This is an optimization exercise on Yosys and OpenROAD, whose aim is small area and a short achievable clock period, not a production implementation.
At most, simulation tests tie the RTL to the original design; equivalence was not proved.
Power figures rest on the tool's default switching activity, not on a simulated workload.

==> flow/design.v (excerpt) <==
module axis_Gauss_1x5 (
  input  logic       s_axis_aclk,
  input  logic       s_axis_arstn,
  input  logic [7:0] s_axis_tdata,
  input  logic       s_axis_tvalid,
  input  logic       s_axis_tlast,
  output logic [7:0] m_axis_tdata,
  output logic       m_axis_tvalid,
  output logic       m_axis_tlast
);
==> flow/config.mk <==
export PLATFORM = sky130hd
export DESIGN_NAME = axis_Gauss_1x5
export DESIGN_NICKNAME = axis_Gauss_1x5
export VERILOG_FILES = /design/flow/design.v
export SDC_FILE = /design/flow/constraint.sdc
export NUM_CORES = 4
export LEC_CHECK = 0
export CAP_MARGIN = 20
export CORE_MARGIN = 2
export CORE_UTILIZATION = 40
export SETUP_SLACK_MARGIN = 4.3
export SLEW_MARGIN = 20
export SYNTH_HIERARCHICAL = 1
export SYNTH_MINIMUM_KEEP_SIZE = 0
==> flow/constraint.sdc <==
create_clock -name core_clock -period 8.0 [get_ports {s_axis_aclk}]
set_input_delay 1.6000 -clock core_clock [delete_from_list [all_inputs] [get_ports {s_axis_aclk}]]
set_output_delay 1.6000 -clock core_clock [all_outputs]
set_load 0.01 [all_outputs]
standard.sh (not shown) runs the stock make flow with config.mk's settings and CLKGATE_MAP_FILE= SYNTH_SCRIPT=/design/flow/synth_recipe.tcl, a recipe that flattens the netlist after the stock synthesis.
==> flow/flow/run.sh <==
#!/bin/bash
# Layout flow: the standard flow, with plain buffers on the ports and a clock
# tree of small buffers without dummy loads.
export BUFFER_PORTS_ARGS="-buffer_cell sky130_fd_sc_hd__buf_2"
export CTS_ARGS="-sink_clustering_enable -repair_clock_nets -dont_use_dummy_load -buf_list \"sky130_fd_sc_hd__clkbuf_4 sky130_fd_sc_hd__clkbuf_8\""
bash standard.sh > standard.log 2>&1
The starting point produced a clean layout.
Change:
--- a/flow/design.v
+++ b/flow/design.v
@@ -331,43 +331,23 @@
 wire q165_x;
 g_and2 q165 (.a(q159_x), .b(q157_x), .x(q165_x));
 wire q166_x;
 g_ao21 q166 (.a(h154_c), .b(h154_s), .c(q164_x), .x(q166_x));
 wire q167_x;
 g_and2 q167 (.a(h154_s), .b(q165_x), .x(q167_x));
 wire q168_x;
 g_ao21 q168 (.a(q160_x), .b(q161_x), .c(q164_x), .x(q168_x));
 wire q169_x;
 g_and2 q169 (.a(q161_x), .b(q165_x), .x(q169_x));
-wire q170_x;
-g_ao21 q170 (.a(h153_c), .b(h153_s), .c(h152_c), .x(q170_x));
-wire q171_x;
-g_and2 q171 (.a(h153_s), .b(h152_s), .x(q171_x));
-wire q172_x;
-g_ao21 q172 (.a(h151_c), .b(h151_s), .c(h150_c), .x(q172_x));
-wire q173_x;
-g_and2 q173 (.a(h151_s), .b(h150_s), .x(q173_x));
-wire q174_x;
-g_ao21 q174 (.a(h154_c), .b(h154_s), .c(q170_x), .x(q174_x));
-wire q175_x;
-g_and2 q175 (.a(h154_s), .b(q171_x), .x(q175_x));
-wire q176_x;
-g_ao21 q176 (.a(q174_x), .b(q175_x), .c(q172_x), .x(q176_x));
-wire q177_x;
-g_and2 q177 (.a(q175_x), .b(q173_x), .x(q177_x));
-wire q178_x;
-g_ao21 q178 (.a(h155_c), .b(h155_s), .c(q176_x), .x(q178_x));
-wire q179_x;
-g_and2 q179 (.a(h155_s), .b(q177_x), .x(q179_x));
 wire [7:0] ua = {i148, i145, i142, f149_s, f147_s, f144_s, f137_c, f137_s};
 wire [7:0] ub = {b[8], b[7], f149_c, f147_c, f144_c, f140_c, f140_s, f129_c};
-wire uc = q178_x;
+wire uc = q168_x;
 logic [7:0] oa, ob;
 logic oc;
 logic       ept;
 always_ff @(posedge s_axis_aclk) begin
   oa <= ua;
   ob <= ub;
   oc <= uc;
   ept <= edge_pt;
   m_axis_tvalid <= v2;
   m_axis_tlast  <= l2 & ~edge_pt;
Outcome: Power came out lower by 4.2%; cell area came out lower by 0.58%; clock-buffer cell count stays the same; setup slack is better by 0.12 ns; final cell count came out lower by 0.57%; sequential share of layout area came out higher by 0.32 points.
For the first run of this note, only the layout was checked, not whether the RTL still works.

--- another note on this design; it stands on its own ---

Design axis_Gauss_1x5, start of the top module:
module axis_Gauss_1x5 (
  input  logic       s_axis_aclk,
  input  logic       s_axis_arstn,
  input  logic [7:0] s_axis_tdata,
  input  logic       s_axis_tvalid,
  input  logic       s_axis_tlast,
  output logic [7:0] m_axis_tdata,
  output logic       m_axis_tvalid,
  output logic       m_axis_tlast
);
Size in the first run: ~360 cells after synthesis, ~77 flip-flops, ~22 I/O pins, roughly 0.0043 mm^2 of cells after synthesis.
clock: 8.0 ns
lec_check: 0
cap_margin: 20
core_margin: 2
core_utilization: 40
setup_slack_margin: 4.3
slew_margin: 20
synth_hierarchical: 1
synth_minimum_keep_size: 0
standard.sh (not shown) runs the stock make flow with config.mk's settings and CLKGATE_MAP_FILE= SYNTH_SCRIPT=/design/flow/synth_recipe.tcl, a recipe that flattens the netlist after the stock synthesis.
==> flow/flow/run.sh <==
#!/bin/bash
# Layout flow: the standard flow, with plain buffers on the ports and a clock
# tree of small buffers without dummy loads.
export BUFFER_PORTS_ARGS="-buffer_cell sky130_fd_sc_hd__buf_2"
export CTS_ARGS="-sink_clustering_enable -repair_clock_nets -dont_use_dummy_load -buf_list \"sky130_fd_sc_hd__clkbuf_4 sky130_fd_sc_hd__clkbuf_8\""
bash standard.sh > standard.log 2>&1
Rerun with:
--- a/flow/flow/run.sh
+++ b/flow/flow/run.sh
@@ -5 +5 @@
-export CTS_ARGS="-sink_clustering_enable -repair_clock_nets -dont_use_dummy_load -buf_list \"sky130_fd_sc_hd__clkbuf_4 sky130_fd_sc_hd__clkbuf_8\""
+export CTS_ARGS="-sink_clustering_enable -repair_clock_nets -dont_use_dummy_load -sink_buffer_max_cap_derate 1.0 -sink_clustering_size 25 -sink_clustering_max_diameter 150 -buf_list \"sky130_fd_sc_hd__clkbuf_4 sky130_fd_sc_hd__clkbuf_8\""
Total power shrinks by 3.1%; design area shrinks by 0.55%; count of clock-buffer cells in the layout does not change; setup slack gets worse by 0.034 ns; core utilization shrinks by 0.25 points.
Function was not checked in any run of this note: the RTL went through the layout flow alone.

== oak ==
axis_Gauss_1x5, a different RTL version from the one above (not shown whole).
Size in the first run: roughly 330 cells after synthesis, about 81 flip-flops, about 22 I/O pins, ~0.0043 mm2 of cells after synthesis.
clock: 8.0 ns
lec_check: 0
cap_margin: 20
core_margin: 2
core_utilization: 50
setup_slack_margin: 4.6
slew_margin: 20
synth_hierarchical: 1
synth_minimum_keep_size: 0
==> flow/flow/run.sh <==
#!/bin/bash
# Layout flow: the standard flow, with plain buffers on the ports and a clock
# tree of small buffers without dummy loads.
export BUFFER_PORTS_ARGS="-buffer_cell sky130_fd_sc_hd__buf_2"
export CTS_ARGS="-sink_clustering_enable -repair_clock_nets -dont_use_dummy_load -buf_list \"sky130_fd_sc_hd__clkbuf_4 sky130_fd_sc_hd__clkbuf_8\""
bash standard.sh > standard.log 2>&1
oak reached the final stage; the timing, DRC and antenna checks on its layout passed.
[inputs] pine vs oak
- CORE_UTILIZATION: 50 -> 40
### Flow results
- Time the worst path needs with I/O delays and setup: pine better than oak
- The final reports for pine and oak show length of routed wiring on met1 lower in the former.
- Core utilization, pine and oak: higher on oak
- Delta(buffer count from post-CTS setup fixing, pine - oak) > 0
- Across both runs, total number of tap cells was higher for pine than for oak.

run D:
Another version of the RTL of axis_Gauss_1x5 (not shown whole).
Size in the first run: about 81 flip-flops, ~22 I/O pins.
clock: 8.0 ns
lec_check: 0
cap_margin: 20
core_margin: 2
core_utilization: 40
setup_slack_margin: 4.6
slew_margin: 20
synth_hierarchical: 1
synth_minimum_keep_size: 0
Scripts as last shown in full above: flow/flow/run.sh
## Diff of input files: run C against run D
- a change of SETUP_SLACK_MARGIN from 4.6 to 4.5
Findings:
The overall power consumption was comparable across run C and run D.
Run C -> run D: number of placed cells counting well taps delta 0, exact match
The number of detailed-routing iterations run before antenna repair of run C falls short of that of run D by 1.
Compared with run D, run C shows a area added between synthesis and finish that is 0.17 points lower.
| cell-internal power | run D vs run C | ≈ equal |
Comparing run C and run D, clock skew is higher on run C.
Function was not checked in any run of this note: the RTL went through the layout flow alone.

--- another note on this design; it stands on its own ---

## old
==> flow/design.v (excerpt) <==
module axis_Gauss_1x5 (
  input  logic       s_axis_aclk,
  input  logic       s_axis_arstn,
  input  logic [7:0] s_axis_tdata,
  input  logic       s_axis_tvalid,
  input  logic       s_axis_tlast,
  output logic [7:0] m_axis_tdata,
  output logic       m_axis_tvalid,
  output logic       m_axis_tlast
);
logic [7:0]  d1, d2, d3, d4;
logic        v1, v2, l1, l2;
logic [13:0] cnt;
logic [9:0] b;
always_ff @(posedge s_axis_aclk) begin
  d1 <= s_axis_tdata;
  d2 <= d1;
  d3 <= d2;
  d4 <= d3;
  v1 <= s_axis_tvalid;
  v2 <= v1;
  l1 <= s_axis_tlast;
  l2 <= l1;
  b <= bnext;
end
wire [14:0] cc;
wire [13:0] cs;
wire cc_lo;
assign cc[0] = s_axis_tvalid;
gha cnt_ha0 (.a(cnt[0]), .b(cc[0]), .s(cs[0]), .co(cc[1]));
gha cnt_ha1 (.a(cnt[1]), .b(cc[1]), .s(cs[1]), .co(cc[2]));
gha cnt_ha2 (.a(cnt[2]), .b(cc[2]), .s(cs[2]), .co(cc[3]));
gha cnt_ha3 (.a(cnt[3]), .b(cc[3]), .s(cs[3]), .co(cc[4]));
gha cnt_ha4 (.a(cnt[4]), .b(cc[4]), .s(cs[4]), .co(cc[5]));
  ...
For scale: ~81 flip-flops, roughly 22 I/O pins, ~0.0043 mm2 of cells after synthesis.
Settings: LEC_CHECK=0, CAP_MARGIN=20, CORE_MARGIN=2, CORE_UTILIZATION=40, SETUP_SLACK_MARGIN=4.45, SLEW_MARGIN=20, SYNTH_HIERARCHICAL=1, SYNTH_MINIMUM_KEEP_SIZE=0; clock period 8.0 ns.
standard.sh (not shown) runs the stock make flow with config.mk's settings and CLKGATE_MAP_FILE= SYNTH_SCRIPT=/design/flow/synth_recipe.tcl, a recipe that flattens the netlist after the stock synthesis.
==> flow/flow/run.sh <==
#!/bin/bash
# Layout flow: the standard flow, with plain buffers on the ports and a clock
# tree of small buffers without dummy loads.
export BUFFER_PORTS_ARGS="-buffer_cell sky130_fd_sc_hd__buf_2"
export CTS_ARGS="-sink_clustering_enable -repair_clock_nets -dont_use_dummy_load -buf_list \"sky130_fd_sc_hd__clkbuf_4 sky130_fd_sc_hd__clkbuf_8\""
bash standard.sh > standard.log 2>&1
Edits applied to the flow inputs when going from old to new:
Settings: changing SETUP_SLACK_MARGIN from 4.45 to 4.3.
## What came out
new closes out successfully: all stages finished, all timing, DRC and antenna checks passed.
Compared with old, new shows a lower area growth from synthesis to layout.
The design area in new sits 1.0% below the value recorded for old.
The hold slack of old and that of new are within noise of each other.
Changes observed in new relative to old: maximum clock skew at final layout was more or less identical; total clock network power was more or less identical; area after synthesis was more or less identical.

afterwards: timing with drivers on the ports:
No port has a modelled driver above. Below, the same layouts with a new extraction and two added sets of constraints.
Step 1: set_driving_cell puts a clkbuf_16 on s_axis_aclk and a buf_2 on each other input, an assumption about the parent block.
Step 2 times the ports against the registers' clock, not the clock port: input delays grow and output delays shrink by t, the midpoint of the rising clock arrivals with the driver on.
Three values: no drivers, after step 1, after step 2; two values: the first two.
run	t (ns)	slack for setup (ns)	worst setup path after step 2	latest minus earliest clock arrival (ns)	worst slew at a driven data input, ns
the first run of note 1	0.369	4.182 / 4.193 / 3.824	input to register	0.026 / 0.026	0.05
the second run of note 1	0.361	4.299 / 4.284 / 3.923	input to register	0.032 / 0.032	0.06
the first run of note 2	0.377	4.348 / 4.315 / 3.988	input to register	0.022 / 0.022	0.03
the second run of note 2	0.440	4.314 / 4.286 / 3.956	input to register	0.038 / 0.038	0.03
oak	0.354	4.536 / 4.549 / 4.195	input to register	0.031 / 0.030	0.04
pine	0.372	4.587 / 4.566 / 4.227	input to register	0.042 / 0.042	0.04
run D	0.366	4.639 / 4.625 / 4.283	input to register	0.024 / 0.024	0.04
run C	0.373	4.589 / 4.560 / 4.228	input to register	0.032 / 0.032	0.03
old	0.378	4.543 / 4.513 / 4.196	input to register	0.046 / 0.045	0.04
new	0.381	4.390 / 4.387 / 4.006	input to register	0.031 / 0.030	0.04
After both steps every run listed still meets setup and hold. For new, which loses most, drivers alone change the setup slack by -0.003 ns; drivers and shift together by -0.384 ns.
